This design comes from an exercise in tuning for small area, a short achievable clock period and few clock cycles on the open sky130 flow, not from production work.
In this exercise RTL edits were held to simulation tests only and were not proved equivalent to the original.
Power figures rest on the tool's default switching activity, not on a simulated workload.

==> design.v <==
`timescale 1ns/1ps
`timescale 1ns/1ps
module instruction_fetch (
    input  wire        clk,
    input  wire        rst_n,
    input  wire        stall,            
    input  wire        branch_taken,     
    input  wire [31:0] branch_target,    
    output reg  [31:0] pc_out,           
    output reg  [31:0] instruction,      
    output reg         valid,            
    output wire [31:0] imem_addr,
    input  wire [31:0] imem_rdata
);
    reg [31:0] pc;
    assign imem_addr = pc;
    always @(posedge clk or negedge rst_n) begin
        if (!rst_n) begin
            pc <= 32'h00000000;
        end else if (branch_taken) begin
            pc <= branch_target;
        end else if (!stall) begin
            pc <= pc + 4;
        end
    end
    always @(posedge clk or negedge rst_n) begin
        if (!rst_n) begin
            pc_out <= 32'h00000000;
            instruction <= 32'h00000013;   
            valid <= 1'b0;
        end else if (branch_taken) begin
            pc_out <= branch_target;
            instruction <= 32'h00000013;   
            valid <= 1'b0;
        end else if (!stall) begin
            pc_out <= pc;
            instruction <= imem_rdata;
            valid <= 1'b1;
        end
    end
endmodule
`timescale 1ns/1ps
 `timescale 1ns/1ps
module instruction_decode (
    input  wire        clk,
    input  wire        rst_n,
    input  wire        stall,
    input  wire        flush,
    input  wire [31:0] pc_in,
    input  wire [31:0] instruction_in,
    input  wire        valid_in,
    input  wire        wb_enable,
    input  wire [4:0]  wb_rd,
    input  wire [31:0] wb_data,
    output reg  [31:0] pc_out,
    output reg  [31:0] rs1_data,
    output reg  [31:0] rs2_data,
    output reg  [31:0] imm_out,
    output reg  [4:0]  rd_out,
    output reg  [4:0]  rs1_addr_out,
    output reg  [4:0]  rs2_addr_out,
    output reg  [3:0]  alu_op,
    output reg         alu_src,          
    output reg         pc_src,           
    output reg         mem_read,
    output reg         mem_write,
    output reg         reg_write,
    output reg         mem_to_reg,
    output reg         branch,
    output reg         jump,
    output reg  [2:0]  funct3_out,
    output reg         valid_out
);
    reg [31:0] regfile [0:31];
    wire [6:0]  opcode;
    wire [4:0]  rd, rs1, rs2;
    wire [2:0]  funct3;
    wire [6:0]  funct7;
    wire [31:0] imm_i, imm_s, imm_b, imm_u, imm_j;
    assign opcode = instruction_in[6:0];
    assign rd     = instruction_in[11:7];
    assign funct3 = instruction_in[14:12];
    assign rs1    = instruction_in[19:15];
    assign rs2    = instruction_in[24:20];
    assign funct7 = instruction_in[31:25];
    assign imm_i = {{20{instruction_in[31]}}, instruction_in[31:20]};
    assign imm_s = {{20{instruction_in[31]}}, instruction_in[31:25], instruction_in[11:7]};
    assign imm_b = {{19{instruction_in[31]}}, instruction_in[31], instruction_in[7], 
                   instruction_in[30:25], instruction_in[11:8], 1'b0};
    assign imm_u = {instruction_in[31:12], 12'b0};
    assign imm_j = {{11{instruction_in[31]}}, instruction_in[31], instruction_in[19:12],
                   instruction_in[20], instruction_in[30:21], 1'b0};
    always @(posedge clk) begin
        if (wb_enable && wb_rd != 5'b0) begin
            regfile[wb_rd] <= wb_data;
        end
    end
    always @(posedge clk or negedge rst_n) begin
        if (!rst_n) begin
            pc_out <= 32'b0;
            rs1_data <= 32'b0;
            rs2_data <= 32'b0;
            imm_out <= 32'b0;
            rd_out <= 5'b0;
            rs1_addr_out <= 5'b0;
            rs2_addr_out <= 5'b0;
            alu_op <= 4'b0;
            alu_src <= 1'b0;
            pc_src <= 1'b0;
            mem_read <= 1'b0;
            mem_write <= 1'b0;
            reg_write <= 1'b0;
            mem_to_reg <= 1'b0;
            branch <= 1'b0;
            jump <= 1'b0;
            funct3_out <= 3'b0;
            valid_out <= 1'b0;
        end else if (flush) begin
            pc_src <= 1'b0;
            pc_out <= 32'b0;
            rs1_data <= 32'b0;
            rs2_data <= 32'b0;
            imm_out <= 32'b0;
            rd_out <= 5'b0;
            rs1_addr_out <= 5'b0;
            rs2_addr_out <= 5'b0;
            alu_op <= 4'b0;
            alu_src <= 1'b0;
            mem_read <= 1'b0;
            mem_write <= 1'b0;
            reg_write <= 1'b0;
            mem_to_reg <= 1'b0;
            branch <= 1'b0;
            jump <= 1'b0;
            funct3_out <= 3'b0;
            valid_out <= 1'b0;
        end else if (!stall) begin
            pc_out <= pc_in;
            rs1_addr_out <= rs1;
            rs2_addr_out <= rs2;
            rd_out <= rd;
            funct3_out <= funct3;
            valid_out <= valid_in;
            rs1_data <= (rs1 == 5'b0) ? 32'b0 :
                        (wb_enable && wb_rd == rs1) ? wb_data : regfile[rs1];
            rs2_data <= (rs2 == 5'b0) ? 32'b0 :
                        (wb_enable && wb_rd == rs2) ? wb_data : regfile[rs2];
            pc_src <= (opcode == 7'b0010111) || (opcode == 7'b1101111);
            case (opcode)
                7'b0110111: begin
                    imm_out <= imm_u;
                    alu_op <= 4'b1010;
                    alu_src <= 1'b1;
                    mem_read <= 1'b0;
                    mem_write <= 1'b0;
                    reg_write <= 1'b1;
                    mem_to_reg <= 1'b0;
                    branch <= 1'b0;
                    jump <= 1'b0;
                end
                7'b0010111: begin
                    imm_out <= imm_u;
                    alu_op <= 4'b0000;
                    alu_src <= 1'b1;
                    mem_read <= 1'b0;
                    mem_write <= 1'b0;
                    reg_write <= 1'b1;
                    mem_to_reg <= 1'b0;
                    branch <= 1'b0;
                    jump <= 1'b0;
                end
                7'b1101111: begin
                    imm_out <= imm_j;
                    alu_op <= 4'b0000;
                    alu_src <= 1'b1;
                    mem_read <= 1'b0;
                    mem_write <= 1'b0;
                    reg_write <= 1'b1;
                    mem_to_reg <= 1'b0;
                    branch <= 1'b0;
                    jump <= 1'b1;
                end
                7'b1100111: begin
                    imm_out <= imm_i;
                    alu_op <= 4'b0000;
                    alu_src <= 1'b1;
                    mem_read <= 1'b0;
                    mem_write <= 1'b0;
                    reg_write <= 1'b1;
                    mem_to_reg <= 1'b0;
                    branch <= 1'b0;
                    jump <= 1'b1;
                end
                7'b1100011: begin
                    imm_out <= imm_b;
                    alu_op <= 4'b0001;
                    alu_src <= 1'b0;
                    mem_read <= 1'b0;
                    mem_write <= 1'b0;
                    reg_write <= 1'b0;
                    mem_to_reg <= 1'b0;
                    branch <= 1'b1;
                    jump <= 1'b0;
                end
                7'b0000011: begin
                    imm_out <= imm_i;
                    alu_op <= 4'b0000;
                    alu_src <= 1'b1;
                    mem_read <= 1'b1;
                    mem_write <= 1'b0;
                    reg_write <= 1'b1;
                    mem_to_reg <= 1'b1;
                    branch <= 1'b0;
                    jump <= 1'b0;
                end
                7'b0100011: begin
                    imm_out <= imm_s;
                    alu_op <= 4'b0000;
                    alu_src <= 1'b1;
                    mem_read <= 1'b0;
                    mem_write <= 1'b1;
                    reg_write <= 1'b0;
                    mem_to_reg <= 1'b0;
                    branch <= 1'b0;
                    jump <= 1'b0;
                end
                7'b0010011: begin
                    imm_out <= imm_i;
                    alu_src <= 1'b1;
                    mem_read <= 1'b0;
                    mem_write <= 1'b0;
                    reg_write <= 1'b1;
                    mem_to_reg <= 1'b0;
                    branch <= 1'b0;
                    jump <= 1'b0;
                    case (funct3)
                        3'b000: alu_op <= 4'b0000;    
                        3'b010: alu_op <= 4'b0011;    
                        3'b011: alu_op <= 4'b0100;   
                        3'b100: alu_op <= 4'b0101;    
                        3'b110: alu_op <= 4'b1000;     
                        3'b111: alu_op <= 4'b1001;    
                        3'b001: alu_op <= 4'b0010;    
                        3'b101: alu_op <= (funct7[5]) ? 4'b0111 : 4'b0110;   
                        default: alu_op <= 4'b0000;
                    endcase
                end
                7'b0110011: begin
                    imm_out <= 32'b0;
                    alu_src <= 1'b0;
                    mem_read <= 1'b0;
                    mem_write <= 1'b0;
                    reg_write <= 1'b1;
                    mem_to_reg <= 1'b0;
                    branch <= 1'b0;
                    jump <= 1'b0;
                    case (funct3)
                        3'b000: alu_op <= (funct7[5]) ? 4'b0001 : 4'b0000;
                        3'b001: alu_op <= 4'b0010;
                        3'b010: alu_op <= 4'b0011;
                        3'b011: alu_op <= 4'b0100;
                        3'b100: alu_op <= 4'b0101;
                        3'b101: alu_op <= (funct7[5]) ? 4'b0111 : 4'b0110;
                        3'b110: alu_op <= 4'b1000;
                        3'b111: alu_op <= 4'b1001;
                        default: alu_op <= 4'b0000;
                    endcase
                end
                default: begin
                    imm_out <= 32'b0;
                    alu_op <= 4'b0000;
                    alu_src <= 1'b0;
                    mem_read <= 1'b0;
                    mem_write <= 1'b0;
                    reg_write <= 1'b0;
                    mem_to_reg <= 1'b0;
                    branch <= 1'b0;
                    jump <= 1'b0;
                end
            endcase
        end
    end
endmodule
`timescale 1ns/1ps
 `timescale 1ns/1ps
module execute (
    input  wire        clk,
    input  wire        rst_n,
    input  wire        flush,
    input  wire [31:0] pc_in,
    input  wire [31:0] rs1_data_in,
    input  wire [31:0] rs2_data_in,
    input  wire [31:0] imm_in,
    input  wire [4:0]  rd_in,
    input  wire [4:0]  rs1_addr_in,
    input  wire [4:0]  rs2_addr_in,
    input  wire [3:0]  alu_op_in,
    input  wire        alu_src_in,
    input  wire        pc_src_in,        
    input  wire        mem_read_in,
    input  wire        mem_write_in,
    input  wire        reg_write_in,
    input  wire        mem_to_reg_in,
    input  wire        branch_in,
    input  wire        jump_in,
    input  wire [2:0]  funct3_in,
    input  wire        valid_in,
    input  wire [1:0]  forward_a,
    input  wire [1:0]  forward_b,
    input  wire [31:0] ex_mem_result,
    input  wire [31:0] mem_wb_result,
    output reg  [31:0] alu_result,
    output reg  [31:0] rs2_data_out,
    output reg  [4:0]  rd_out,
    output reg         mem_read_out,
    output reg         mem_write_out,
    output reg         reg_write_out,
    output reg         mem_to_reg_out,
    output reg  [2:0]  funct3_out,
    output reg         valid_out,
    output wire        branch_taken,
    output wire [31:0] branch_target,
    output wire [1:0]  fwd_a_sel,
    output wire [1:0]  fwd_b_sel
);
    reg [31:0] alu_operand_a;
    reg [31:0] alu_operand_b;
    reg [31:0] rs2_forwarded;
    reg [31:0] alu_out;
    reg branch_cmp;
    assign fwd_a_sel = forward_a;
    assign fwd_b_sel = forward_b;
    always @(*) begin
        case (forward_a)
            2'b01: alu_operand_a = ex_mem_result;
            2'b10: alu_operand_a = mem_wb_result;
            default:     alu_operand_a = rs1_data_in;
        endcase
        if (pc_src_in) alu_operand_a = pc_in;
    end
    always @(*) begin
        case (forward_b)
            2'b01: rs2_forwarded = ex_mem_result;
            2'b10: rs2_forwarded = mem_wb_result;
            default:     rs2_forwarded = rs2_data_in;
        endcase
    end
    always @(*) begin
        alu_operand_b = alu_src_in ? imm_in : rs2_forwarded;
    end
    always @(*) begin
        case (alu_op_in)
            4'b0000:    alu_out = alu_operand_a + alu_operand_b;
            4'b0001:    alu_out = alu_operand_a - alu_operand_b;
            4'b0010:    alu_out = alu_operand_a << alu_operand_b[4:0];
            4'b0011:    alu_out = ($signed(alu_operand_a) < $signed(alu_operand_b)) ? 32'd1 : 32'd0;
            4'b0100:   alu_out = (alu_operand_a < alu_operand_b) ? 32'd1 : 32'd0;
            4'b0101:    alu_out = alu_operand_a ^ alu_operand_b;
            4'b0110:    alu_out = alu_operand_a >> alu_operand_b[4:0];
            4'b0111:    alu_out = $signed(alu_operand_a) >>> alu_operand_b[4:0];
            4'b1000:     alu_out = alu_operand_a | alu_operand_b;
            4'b1001:    alu_out = alu_operand_a & alu_operand_b;
            4'b1010: alu_out = alu_operand_b;
            default:     alu_out = 32'b0;
        endcase
    end
    always @(*) begin
        case (funct3_in)
            3'b000:  branch_cmp = (alu_operand_a == rs2_forwarded);
            3'b001:  branch_cmp = (alu_operand_a != rs2_forwarded);
            3'b100:  branch_cmp = ($signed(alu_operand_a) < $signed(rs2_forwarded));
            3'b101:  branch_cmp = ($signed(alu_operand_a) >= $signed(rs2_forwarded));
            3'b110: branch_cmp = (alu_operand_a < rs2_forwarded);
            3'b111: branch_cmp = (alu_operand_a >= rs2_forwarded);
            default:  branch_cmp = 1'b0;
        endcase
    end
    assign branch_taken = valid_in && (jump_in || (branch_in && branch_cmp));
    assign branch_target = jump_in ? alu_out : (pc_in + imm_in);
    always @(posedge clk or negedge rst_n) begin
        if (!rst_n) begin
            alu_result <= 32'b0;
            rs2_data_out <= 32'b0;
            rd_out <= 5'b0;
            mem_read_out <= 1'b0;
            mem_write_out <= 1'b0;
            reg_write_out <= 1'b0;
            mem_to_reg_out <= 1'b0;
            funct3_out <= 3'b0;
            valid_out <= 1'b0;
        end else if (flush) begin
            alu_result <= 32'b0;
            rs2_data_out <= 32'b0;
            rd_out <= 5'b0;
            mem_read_out <= 1'b0;
            mem_write_out <= 1'b0;
            reg_write_out <= 1'b0;
            mem_to_reg_out <= 1'b0;
            funct3_out <= 3'b0;
            valid_out <= 1'b0;
        end else begin
            alu_result <= jump_in ? (pc_in + 4) : alu_out;   
            rs2_data_out <= rs2_forwarded;
            rd_out <= rd_in;
            mem_read_out <= mem_read_in;
            mem_write_out <= mem_write_in;
            reg_write_out <= reg_write_in;
            mem_to_reg_out <= mem_to_reg_in;
            funct3_out <= funct3_in;
            valid_out <= valid_in;   
        end
    end
endmodule
`timescale 1ns/1ps
module memory_stage (
    input  wire        clk,
    input  wire        rst_n,
    input  wire [31:0] alu_result_in,
    input  wire [31:0] rs2_data_in,
    input  wire [4:0]  rd_in,
    input  wire        mem_read_in,
    input  wire        mem_write_in,
    input  wire        reg_write_in,
    input  wire        mem_to_reg_in,
    input  wire [2:0]  funct3_in,
    input  wire        valid_in,
    output reg  [31:0] alu_result_out,
    output reg  [31:0] mem_data_out,
    output reg  [4:0]  rd_out,
    output reg         reg_write_out,
    output reg         mem_to_reg_out,
    output reg         valid_out,
    output wire [31:0] mem_result,
    output wire [31:0] dmem_addr,
    output wire [31:0] dmem_wdata,
    output wire [1:0]  dmem_size,
    output wire        dmem_we,
    input  wire [31:0] dmem_rdata
);
    reg [31:0] read_data;
    assign mem_result = alu_result_in;
    assign dmem_addr  = alu_result_in;
    assign dmem_wdata = rs2_data_in;
    assign dmem_size  = funct3_in[1:0];
    assign dmem_we    = mem_write_in && valid_in &&
                        (funct3_in == 3'b000 || funct3_in == 3'b001 || funct3_in == 3'b010);
    always @(*) begin
        if (mem_read_in && valid_in) begin
            case (funct3_in)
                3'b000: read_data = {{24{dmem_rdata[7]}}, dmem_rdata[7:0]};      
                3'b001: read_data = {{16{dmem_rdata[15]}}, dmem_rdata[15:0]};    
                3'b010: read_data = dmem_rdata;                                  
                3'b100: read_data = {24'b0, dmem_rdata[7:0]};                    
                3'b101: read_data = {16'b0, dmem_rdata[15:0]};                   
                default: read_data = 32'b0;
            endcase
        end else begin
            read_data = 32'b0;
        end
    end
    always @(posedge clk or negedge rst_n) begin
        if (!rst_n) begin
            alu_result_out <= 32'b0;
            mem_data_out <= 32'b0;
            rd_out <= 5'b0;
            reg_write_out <= 1'b0;
            mem_to_reg_out <= 1'b0;
            valid_out <= 1'b0;
        end else begin
            alu_result_out <= alu_result_in;
            mem_data_out <= read_data;
            rd_out <= rd_in;
            reg_write_out <= reg_write_in;
            mem_to_reg_out <= mem_to_reg_in;
            valid_out <= valid_in;
        end
    end
endmodule
`timescale 1ns/1ps
module writeback (
    input  wire [31:0] alu_result_in,
    input  wire [31:0] mem_data_in,
    input  wire [4:0]  rd_in,
    input  wire        reg_write_in,
    input  wire        mem_to_reg_in,
    input  wire        valid_in,
    output wire        wb_enable,
    output wire [4:0]  wb_rd,
    output wire [31:0] wb_data
);
    assign wb_data = mem_to_reg_in ? mem_data_in : alu_result_in;
    assign wb_enable = reg_write_in && valid_in && (rd_in != 5'b0);
    assign wb_rd = rd_in;
endmodule
`timescale 1ns/1ps
module hazard_unit (
    input  wire [4:0] if_id_rs1,
    input  wire [4:0] if_id_rs2,
    input  wire [4:0] id_ex_rd,
    input  wire       id_ex_mem_read,
    input  wire       id_ex_valid,
    output wire       stall_if,
    output wire       stall_id,
    output wire       flush_id
);
    wire load_use_hazard;
    assign load_use_hazard = id_ex_mem_read && id_ex_valid && (id_ex_rd != 5'b0) &&
                            ((id_ex_rd == if_id_rs1) || (id_ex_rd == if_id_rs2));
    assign stall_if = load_use_hazard;
    assign stall_id = 1'b0;
    assign flush_id = load_use_hazard;
endmodule
`timescale 1ns/1ps
 `timescale 1ns/1ps
module forwarding_unit (
    input  wire [4:0] id_ex_rs1,
    input  wire [4:0] id_ex_rs2,
    input  wire [4:0] ex_mem_rd,
    input  wire       ex_mem_reg_write,
    input  wire       ex_mem_valid,
    input  wire [4:0] mem_wb_rd,
    input  wire       mem_wb_reg_write,
    input  wire       mem_wb_valid,
    output reg  [1:0] forward_a,
    output reg  [1:0] forward_b
);
    always @(*) begin
        if (ex_mem_reg_write && ex_mem_valid && 
            (ex_mem_rd != 5'b0) && (ex_mem_rd == id_ex_rs1)) begin
            forward_a = 2'b01;
        end else if (mem_wb_reg_write && mem_wb_valid && 
                    (mem_wb_rd != 5'b0) && (mem_wb_rd == id_ex_rs1)) begin
            forward_a = 2'b10;
        end else begin
            forward_a = 2'b00;
        end
    end
    always @(*) begin
        if (ex_mem_reg_write && ex_mem_valid && 
            (ex_mem_rd != 5'b0) && (ex_mem_rd == id_ex_rs2)) begin
            forward_b = 2'b01;
        end else if (mem_wb_reg_write && mem_wb_valid && 
                    (mem_wb_rd != 5'b0) && (mem_wb_rd == id_ex_rs2)) begin
            forward_b = 2'b10;
        end else begin
            forward_b = 2'b00;
        end
    end
endmodule
`timescale 1ns/1ps
module riscv_cpu (
    input  wire        clk,
    input  wire        rst_n,
    output wire [31:0] imem_addr,
    input  wire [31:0] imem_rdata,
    output wire [31:0] dmem_addr,
    output wire [31:0] dmem_wdata,
    output wire [1:0]  dmem_size,
    output wire        dmem_we,
    input  wire [31:0] dmem_rdata
);
    wire [31:0] if_pc;
    wire [31:0] if_instruction;
    wire        if_valid;
    wire [31:0] id_pc;
    wire [31:0] id_rs1_data;
    wire [31:0] id_rs2_data;
    wire [31:0] id_imm;
    wire [4:0]  id_rd;
    wire [4:0]  id_rs1_addr;
    wire [4:0]  id_rs2_addr;
    wire [3:0]  id_alu_op;
    wire        id_alu_src;
    wire        id_pc_src;
    wire        id_mem_read;
    wire        id_mem_write;
    wire        id_reg_write;
    wire        id_mem_to_reg;
    wire        id_branch;
    wire        id_jump;
    wire [2:0]  id_funct3;
    wire        id_valid;
    wire [31:0] ex_alu_result;
    wire [31:0] ex_rs2_data;
    wire [4:0]  ex_rd;
    wire        ex_mem_read;
    wire        ex_mem_write;
    wire        ex_reg_write;
    wire        ex_mem_to_reg;
    wire [2:0]  ex_funct3;
    wire        ex_valid;
    wire        branch_taken;
    wire [31:0] branch_target;
    wire [1:0]  fwd_a_sel;
    wire [1:0]  fwd_b_sel;
    wire [31:0] mem_alu_result;
    wire [31:0] mem_mem_data;
    wire [4:0]  mem_rd;
    wire        mem_reg_write;
    wire        mem_mem_to_reg;
    wire        mem_valid;
    wire [31:0] mem_forward_result;
    wire        wb_enable;
    wire [4:0]  wb_rd;
    wire [31:0] wb_data;
    wire        stall_if;
    wire        stall_id;
    wire        flush_id;
    wire [1:0]  forward_a;
    wire [1:0]  forward_b;
    instruction_fetch u_if (
        .clk           (clk),
        .rst_n         (rst_n),
        .stall         (stall_if),
        .branch_taken  (branch_taken),
        .branch_target (branch_target),
        .pc_out        (if_pc),
        .instruction   (if_instruction),
        .valid         (if_valid),
        .imem_addr     (imem_addr),
        .imem_rdata    (imem_rdata)
    );
    instruction_decode u_id (
        .clk            (clk),
        .rst_n          (rst_n),
        .stall          (stall_id),
        .flush          (branch_taken | flush_id),
        .pc_in          (if_pc),
        .instruction_in (if_instruction),
        .valid_in       (if_valid),
        .wb_enable      (wb_enable),
        .wb_rd          (wb_rd),
        .wb_data        (wb_data),
        .pc_out         (id_pc),
        .rs1_data       (id_rs1_data),
        .rs2_data       (id_rs2_data),
        .imm_out        (id_imm),
        .rd_out         (id_rd),
        .rs1_addr_out   (id_rs1_addr),
        .rs2_addr_out   (id_rs2_addr),
        .alu_op         (id_alu_op),
        .alu_src        (id_alu_src),
        .pc_src         (id_pc_src),
        .mem_read       (id_mem_read),
        .mem_write      (id_mem_write),
        .reg_write      (id_reg_write),
        .mem_to_reg     (id_mem_to_reg),
        .branch         (id_branch),
        .jump           (id_jump),
        .funct3_out     (id_funct3),
        .valid_out      (id_valid)
    );
    execute u_ex (
        .clk            (clk),
        .rst_n          (rst_n),
        .flush          (1'b0),
        .pc_in          (id_pc),
        .rs1_data_in    (id_rs1_data),
        .rs2_data_in    (id_rs2_data),
        .imm_in         (id_imm),
        .rd_in          (id_rd),
        .rs1_addr_in    (id_rs1_addr),
        .rs2_addr_in    (id_rs2_addr),
        .alu_op_in      (id_alu_op),
        .alu_src_in     (id_alu_src),
        .pc_src_in      (id_pc_src),
        .mem_read_in    (id_mem_read),
        .mem_write_in   (id_mem_write),
        .reg_write_in   (id_reg_write),
        .mem_to_reg_in  (id_mem_to_reg),
        .branch_in      (id_branch),
        .jump_in        (id_jump),
        .funct3_in      (id_funct3),
        .valid_in       (id_valid),
        .forward_a      (forward_a),
        .forward_b      (forward_b),
        .ex_mem_result  (mem_forward_result),
        .mem_wb_result  (wb_data),
        .alu_result     (ex_alu_result),
        .rs2_data_out   (ex_rs2_data),
        .rd_out         (ex_rd),
        .mem_read_out   (ex_mem_read),
        .mem_write_out  (ex_mem_write),
        .reg_write_out  (ex_reg_write),
        .mem_to_reg_out (ex_mem_to_reg),
        .funct3_out     (ex_funct3),
        .valid_out      (ex_valid),
        .branch_taken   (branch_taken),
        .branch_target  (branch_target),
        .fwd_a_sel      (fwd_a_sel),
        .fwd_b_sel      (fwd_b_sel)
    );
    memory_stage u_mem (
        .clk            (clk),
        .rst_n          (rst_n),
        .alu_result_in  (ex_alu_result),
        .rs2_data_in    (ex_rs2_data),
        .rd_in          (ex_rd),
        .mem_read_in    (ex_mem_read),
        .mem_write_in   (ex_mem_write),
        .reg_write_in   (ex_reg_write),
        .mem_to_reg_in  (ex_mem_to_reg),
        .funct3_in      (ex_funct3),
        .valid_in       (ex_valid),
        .alu_result_out (mem_alu_result),
        .mem_data_out   (mem_mem_data),
        .rd_out         (mem_rd),
        .reg_write_out  (mem_reg_write),
        .mem_to_reg_out (mem_mem_to_reg),
        .valid_out      (mem_valid),
        .mem_result     (mem_forward_result),
        .dmem_addr      (dmem_addr),
        .dmem_wdata     (dmem_wdata),
        .dmem_size      (dmem_size),
        .dmem_we        (dmem_we),
        .dmem_rdata     (dmem_rdata)
    );
    writeback u_wb (
        .alu_result_in  (mem_alu_result),
        .mem_data_in    (mem_mem_data),
        .rd_in          (mem_rd),
        .reg_write_in   (mem_reg_write),
        .mem_to_reg_in  (mem_mem_to_reg),
        .valid_in       (mem_valid),
        .wb_enable      (wb_enable),
        .wb_rd          (wb_rd),
        .wb_data        (wb_data)
    );
    hazard_unit u_hazard (
        .if_id_rs1      (if_instruction[19:15]),
        .if_id_rs2      (if_instruction[24:20]),
        .id_ex_rd       (id_rd),
        .id_ex_mem_read (id_mem_read),
        .id_ex_valid    (id_valid),
        .stall_if       (stall_if),
        .stall_id       (stall_id),
        .flush_id       (flush_id)
    );
    forwarding_unit u_forward (
        .id_ex_rs1        (id_rs1_addr),
        .id_ex_rs2        (id_rs2_addr),
        .ex_mem_rd        (ex_rd),
        .ex_mem_reg_write (ex_reg_write),
        .ex_mem_valid     (ex_valid),
        .mem_wb_rd        (mem_rd),
        .mem_wb_reg_write (mem_reg_write),
        .mem_wb_valid     (mem_valid),
        .forward_a        (forward_a),
        .forward_b        (forward_b)
    );
endmodule
==> run.sh <==
#!/bin/bash
# synth_recipe.tcl (not shown) runs the flow's synth.tcl, then flattens the netlist and writes it again
# the make line also repeats each setting of config.mk as NAME=value (left out here)
make -C /OpenROAD-flow-scripts/flow DESIGN_CONFIG=/design/flow/config.mk WORK_HOME=/design/flow/orfs CLKGATE_MAP_FILE= SYNTH_SCRIPT=/design/flow/synth_recipe.tcl finish
==> config.mk <==
export PLATFORM = sky130hd
export DESIGN_NAME = riscv_cpu
export DESIGN_NICKNAME = riscv_cpu
export VERILOG_FILES = /design/flow/design.v
export SDC_FILE = /design/flow/constraint.sdc
export NUM_CORES = 4
export LEC_CHECK = 0
export CAP_MARGIN = 20
export CORE_MARGIN = 2
export CORE_UTILIZATION = 40
export PLACE_DENSITY = 0.6
export SLEW_MARGIN = 20
==> constraint.sdc <==
create_clock -name core_clock -period 9.0 [get_ports {clk}]
set_input_delay 1.8000 -clock core_clock [delete_from_list [all_inputs] [get_ports {clk}]]
set_output_delay 1.8000 -clock core_clock [all_outputs]
set_load 0.01 [all_outputs]
==> flow_metrics.env <==
export IMPL_fp_coreArea_mm2=0.192
export IMPL_synth_compound_area_share_pct=10.2
export IMPL_post_place_ws_ns=1.58
export IMPL_root_buffer="clkbuf_16"
export IMPL_cts_clk_slew_worst_paths_ns=0.06
export IMPL_grt_max_degree=147
export IMPL_antenna_found_initial=8
export IMPL_critical_path_required_ns=9.76
export IMPL_detail_route_antenna_nets=0
export IMPL_synth_area_mm2=0.0772
export IMPL_ios=165
export IMPL_area_delta_synth_final_pct=13.1
export IMPL_synth_edf_count=1024
export IMPL_dp_hpwl_um=194000
export IMPL_critPathCaptureType="flop"
export IMPL_cts_tree="done"
export IMPL_pwr_share_seq_pct=42.9
export IMPL_skew_ns=0.0888
export IMPL_grt_pass1_vias=53500
export IMPL_path_class="reg2reg"
export IMPL_yosysUniqueCellTypes=108
export IMPL_period_minus_slack_ns=7.55
export IMPL_worst_slack_ns=1.45
export IMPL_syn_inst=5611
export IMPL_arrival_ns=8.31
export IMPL_status="no timing/DRC/antenna violations"
export IMPL_hold_violations=0
export IMPL_largest_register_ff_count=1024
export IMPL_worstPathMaxFanout=35
export IMPL_grt_setup_unrepaired="false"
export IMPL_dr_pass1_iters=6
export IMPL_synthMuxAreaShare_pct=22.4
export IMPL_synth_async_reset_ratio_pct=28.2
export IMPL_rows=161
export IMPL_p_switching_mw=7.52
export IMPL_cts_resized_gates=0
export IMPL_clock_latency_ns=0.83
export IMPL_vias=54200
export IMPL_numPortBuffers=164
export IMPL_fin_crit_sh_pct=83.9
export IMPL_maxSlewViolCount=0
export IMPL_die_h_um=443
export IMPL_cts_buffers=156
export IMPL_finalNonFillerCells=8375
export IMPL_synth_ff_type="edfxtp_1"
export IMPL_layout_drive_gt1_share_pct=20.5
export IMPL_final_cell_mix="edfxtp_1 (1,024), mux4_2 (612), dfrtp_1 (388), nand2_1 (359), a21oi_1 (324)"
export IMPL_grt_remaining_overflow=0
export IMPL_dp_cells=8080
export IMPL_clkPwrFrac_pct=30.3
export IMPL_die_w_um=443
export IMPL_place_congestion=1.06
export IMPL_switching_share_pct=34.9
export IMPL_avgSynthCellArea_um2=13.8
export IMPL_p_total_mw=21.5
export IMPL_synth_top_family_by_area="multiplexers"
export IMPL_holdBufCountCts=0
export IMPL_yosysWarnings=5
export IMPL_cts_max_level=4
export IMPL_setup_viol=0
export IMPL_internal_power_mw=14.0
export IMPL_synth_xor_area_share_pct=1.45
export IMPL_synth_seq_cells=1427
export IMPL_initial_core_util_pct=40.1
export IMPL_drtIter0Drc=6418
export IMPL_top_register="u_id.regfile"
export IMPL_via_per_inst=6.47
export IMPL_worstMarginPinSlew_ns=1.27
export IMPL_wl_per_cell_um=34.8
export IMPL_p_leak_nw=31.2
export IMPL_finalSetupTns_ns=0
export IMPL_cts_setup_buffers=0
export IMPL_powerDensity_mw_per_mm2=247
export IMPL_clock_fmax_ghz=0.132
export IMPL_nets=5945
export IMPL_die_area_mm2=0.196
export IMPL_start_kind="flop"
export IMPL_grt_usage_pct=29.3
export IMPL_cts_sinks=1427
export IMPL_grt_pass1_wl_um=410000
export IMPL_synth_adder_area_share_pct=2.70
export IMPL_comb_power_share_pct=26.9
export IMPL_yosys_area_share_simple_pct=7.29
export IMPL_wl_um=292000
export IMPL_final_common_cell="edfxtp_1"
export IMPL_yosysSeqAreaShare_pct=52.9
export IMPL_maxCapViolCount=0
export IMPL_vdd_drop_max_v=0.000211
export IMPL_clockBufferDepth=3
export IMPL_max_slew_margin_rel_pct=15.4
export IMPL_hold_class="reg2reg"
export IMPL_drc=0
==> logic make-up after synthesis <==
| logic type | Yosys count |
|---|---|
| flip-flops | 1427 |
| multiplexers | 955 |
| XOR/XNOR | 128 |
| other | 1 |
| AO/OA/AOI/OAI | 1162 |
| buffers and inverters | 578 |
| AND/OR/NAND/NOR | 1195 |
| adder cells (fa/ha/maj) | 165 |
==> final cells by class <==
class / count / area [um^2]
Fill cell: 16900 / 105000
Sequential cell: 1427 / 40900
Multi-Input combinational cell: 3637 / 34500
Clock buffer: 198 / 4150
Tap cell: 2526 / 3160
Timing Repair Buffer: 320 / 2910
Clock inverter: 92 / 1070
Inverter: 172 / 651
Antenna cell: 3 / 7.51
==> per-layer routing <==
| layer | GRT usage [%] | share of wire [%] | vias to the layer above |
|---|---|---|---|
| met4 | 18.8 | 7.5 | 6 |
| met5 | 0 | 0.014 | - |
| met1 | 37.2 | 37 | 28200 |
| met3 | 5.64 | 8.5 | 769 |
| met2 | 46.2 | 47 | 2886 |
| li1 | - | - | 22400 |
==> power by group through the flow <==
stage	Combinational, mW	Sequential (mW)	Clock, mW
after global placement	5.58	9.31	0
after CTS	5.65	9.17	6.61
after detailed placement	5.63	9.30	0
after global routing	6.12	9.22	6.88
final	5.79	9.23	6.52
after floorplan	3.33	8.76	0
==> Yosys cell counts, types with 87 or more instances <==
cell	number	area (um^2)
inv_1	168	631
o21ai_0	148	741
nor2_1	346	1300
edfxtp_1	1024	30700
nand2_1	361	1360
mux4_2	612	13800
a21oi_1	324	1620
ha_1	162	2030
clkbuf_1	265	995
dfrtp_1	400	10000
a211oi_1	162	1220
and3_1	87	544
mux2i_1	275	2750
==> worst paths after layout <==
check / startpoint / end / slack (ns) / depth (start not counted)
max: u_mem.rd_out[2] / u_id.imm_out[21] / 1.45 / 19
min: u_id.reg_write / u_ex.reg_write_out / 0.36 / 0
max reg2reg: u_mem.rd_out[2] / u_id.imm_out[21] / 1.45 / 19
min reg2reg: u_id.reg_write / u_ex.reg_write_out / 0.36 / 0
max in group asynchronous: rst_n / u_if.instruction[20] / 6.25 / 2
min in group asynchronous: rst_n / u_if.pc_out[19] / 1.10 / 1
==> worst max-delay path, stage by stage, from the launching register on <==
cell	delay [ns]
dfrtp_1	0.52
or3_1	0.66
o311a_1	0.50
nand2_2	0.40
buf_4	0.24
a21oi_1	0.08
o21ai_0	0.63
inv_1	0.10
ha_1	0.40
nand2_1	0.12
nor4_1	0.58
o311ai_0	0.42
and4_1	0.26
nor3_1	0.19
o211ai_1	0.35
nand2_4	0.49
nand2_1	0.46
nor2_1	0.49
and2_1	0.45
a21o_1	0.14
==> metrics by stage <==
stage	utilization [%]	cell area, um^2	hold slack, ns
floorplan	-	77300	0.331
global placement	42.7	82000	0.340
detailed placement	42.7	82000	0.340
CTS	45.4	87200	0.359
global route	45.4	87300	0.375
finish	45.4	87300	0.355
Testbench counts, summed over its fixed seeds: cycles 58,680.

[separate check: timing with driven ports]
How much do the figures lean on ideal ports? The routed layout below was timed once more, with nothing changed but the port constraints.
Step 1: set_driving_cell puts a clkbuf_16 on clk and a buf_2 on each other input, an assumption about the parent block.
Step 2 times the ports against the registers' clock, not the clock port: input delays grow and output delays shrink by t, the midpoint of the rising clock arrivals with the driver on.
a / b / c = no drivers / after step 1 / after step 2; a / b = the first two.
shift t [ns]: 0.873
setup slack, ns: 1.448 / 1.448 / 1.448
worst setup path at the end: register to register
worst register clock-pin slew, ns: 0.07 / 0.07
After both steps setup and hold are still met in this run. The setup slack of this run moves by 0.000 ns with the drivers and by 0.000 ns with both steps.
